What follows belongs to an exercise in optimizing a design on an open flow for small area and a short achievable clock period; a production flow would make more cautious choices. The RTL was checked by simulation tests, not by an equivalence proof against the original design. Power and IR drop assume default switching activity.

// cam
module cam #(
  parameter ARRAY_WIDTH_LOG2 = 5,
  parameter ARRAY_SIZE_LOG2 = 5
)
(
  input logic clk,
  input logic reset,
  input logic read_i,
  input logic [ARRAY_WIDTH_LOG2 - 1:0] read_index_i,
  input logic write_i,
  input logic [ARRAY_WIDTH_LOG2 - 1:0] write_index_i,
  input logic [2**ARRAY_WIDTH_LOG2 - 1:0] write_data_i,
  input logic search_i,
  input logic [2**ARRAY_WIDTH_LOG2 - 1:0] search_data_i,
  output logic read_valid_o,
  output logic [2**ARRAY_WIDTH_LOG2 - 1:0] read_value_o,
  output logic search_valid_o,
  output logic [ARRAY_WIDTH_LOG2 - 1:0] search_index_o
);
localparam W = 2**ARRAY_WIDTH_LOG2;
localparam N = 2**ARRAY_SIZE_LOG2;
logic [N*W-1:0] data;
logic [N-1:0]   valid;
logic [N-1:0]   eq;
logic [N-1:0]   we;
logic [N-1:0]   rsel;
always_comb begin
  for (int k = 0; k < N; k++) begin
    we[k]   = write_i && !reset && (write_index_i == k[ARRAY_SIZE_LOG2-1:0]);
    rsel[k] = (read_index_i == k[ARRAY_SIZE_LOG2-1:0]);
  end
end
for (genvar k = 0; k < N; k++) begin : g_entry
  cam_row #(.W(W)) row (
    .clk(clk), .we(we[k]), .we_n(!we[k]),
    .wdata(write_data_i), .sdata(search_data_i),
    .q(data[k*W +: W]), .eq(eq[k])
  );
end
always_ff @(posedge clk) begin
  if (reset) valid <= '0;
  else valid <= valid | we;
end
cam_read #(.N(N), .W(W)) rd (.sel(rsel), .d(data), .q(read_value_o));
assign read_valid_o = read_i && !reset && (|(rsel & valid));
logic [N-1:0] match;
assign match = eq & valid;
always_comb begin
  search_index_o = '0;
  for (int k = 0; k < N; k++) if (match[k]) search_index_o = k[ARRAY_SIZE_LOG2-1:0];
end
assign search_valid_o = search_i && !reset && (|match);
endmodule
clock: 7.0 ns
lec_check: 0
cap_margin: 20
core_margin: 2
core_utilization: 55
setup_slack_margin: 2.0
slew_margin: 20
synth_hierarchical: 1
run.sh (not shown) runs the stock make flow with config.mk's settings and CLKGATE_MAP_FILE= SYNTH_SCRIPT=/design/flow/synth_recipe.tcl, a recipe that flattens the netlist after the stock synthesis.
The first run completed with no timing, DRC or antenna violations.
Next try:
- CTS_BUF_LIST: unset -> sky130_fd_sc_hd__clkbuf_8
- SETUP_SLACK_MARGIN: 2.0 -> 3.5
What happened:
- clock-buffer cell count goes up by 57
- routed wire length climbs by 17%
- die area does not change
- core utilization is higher by 3.1 points
- global-route usage grows by 7.8 points
- sequential power went up by about 1%
- via count grows by 8.2%
- total power came out lower by 1.7%
- worst hold slack is worse by 0.0067 ns
- maximum frequency shrinks by 0.33%
- synthesized area does not change
Next try:
- CORE_UTILIZATION: 55 -> 70
- CTS_BUF_LIST: sky130_fd_sc_hd__clkbuf_8 -> unset
- SETUP_SLACK_MARGIN: 3.5 -> 3.0
With this change the flow aborted during 5_1_grt on GRT-0232.
Area after synthesis stays the same.
Synthesized cell count does not change.

Another version of the RTL of cam (not shown whole).
For scale: roughly 5000 cells after synthesis, about 1100 flip-flops, about 120 I/O pins.
Settings: LEC_CHECK=0, CAP_MARGIN=20, CORE_MARGIN=2, CORE_UTILIZATION=66, SETUP_SLACK_MARGIN=2.0, SLEW_MARGIN=20, SYNTH_HIERARCHICAL=1; clock period 7.0 ns.
standard.sh (not shown) runs the stock make flow with config.mk's settings and CLKGATE_MAP_FILE= SYNTH_SCRIPT=/design/flow/synth_recipe.tcl, a recipe that flattens the netlist after the stock synthesis.
==> flow/flow/run.sh <==
#!/bin/bash
# Layout flow: the standard flow (standard.sh, unchanged synthesis and
# steps), with two settings passed to ORFS through the environment:
#  - ports are buffered with buf_4 instead of the resizer's default choice
#    (a slow clkdlybuf4s50 delay cell);
#  - clock tree synthesis runs without dummy loads and builds the tree from
#    clkbuf_16 cells, each driving a cluster of up to 24 flip-flops.
# The full output of the flow goes to flow.log in the work folder; ORFS's
# per-step logs stay under orfs/logs/.
set -o pipefail
export BUFFER_PORTS_ARGS="-buffer_cell sky130_fd_sc_hd__buf_4"
export CTS_ARGS="-sink_clustering_enable -repair_clock_nets -dont_use_dummy_load -buf_list sky130_fd_sc_hd__clkbuf_16 -sink_clustering_size 24 -sink_clustering_max_diameter 80"
bash standard.sh > flow.log 2>&1
The baseline ran to the end with no violations.
==> next run, changes <==
Settings changed: CORE_UTILIZATION 66 to 70, SETUP_SLACK_MARGIN 2.0 to 2.2.
Outcome: Core utilization went up by 5.6 points; critical path depth went up by 5; die area went down by 5.6%; final cell count went down by 1.1%; via count went up by 0.99%; power hardly moves; count of clock-buffer cells in the layout went down by 1; cell area went up by 1.8%; maximum frequency went up by 2.2%.

==> separate check: timing with driven ports <==
No port has a modelled driver above. Below, the same layouts with a new extraction and two added sets of constraints. Step 1 (the two cells are an assumption about what drives the block):
set clk [get_ports {clk}]
set_driving_cell -lib_cell sky130_fd_sc_hd__clkbuf_16 $clk
set_driving_cell -lib_cell sky130_fd_sc_hd__buf_2 [delete_from_list [all_inputs] $clk]
Step 2 times the ports against the registers' clock, not the clock port: input delays grow and output delays shrink by t, the midpoint of the rising clock arrivals with the driver on. Slacks: ideal ports / drivers / drivers and shift; pairs: ideal ports / drivers.
run	t, ns	setup WS [ns]	pins driven straight from the clock port
the first run of note 1	0.766	1.468 / 1.287 / 1.287	1
the second run of note 1	0.950	1.450 / 1.408 / 1.408	1
the first run of note 2	0.719	1.957 / 1.764 / 1.764	1
the second run of note 2	0.718	2.067 / 1.879 / 1.879	1
After both steps every run listed still meets setup and hold. For the first run of note 2, which loses most, drivers alone change the setup slack by -0.193 ns; drivers and shift together by -0.193 ns.
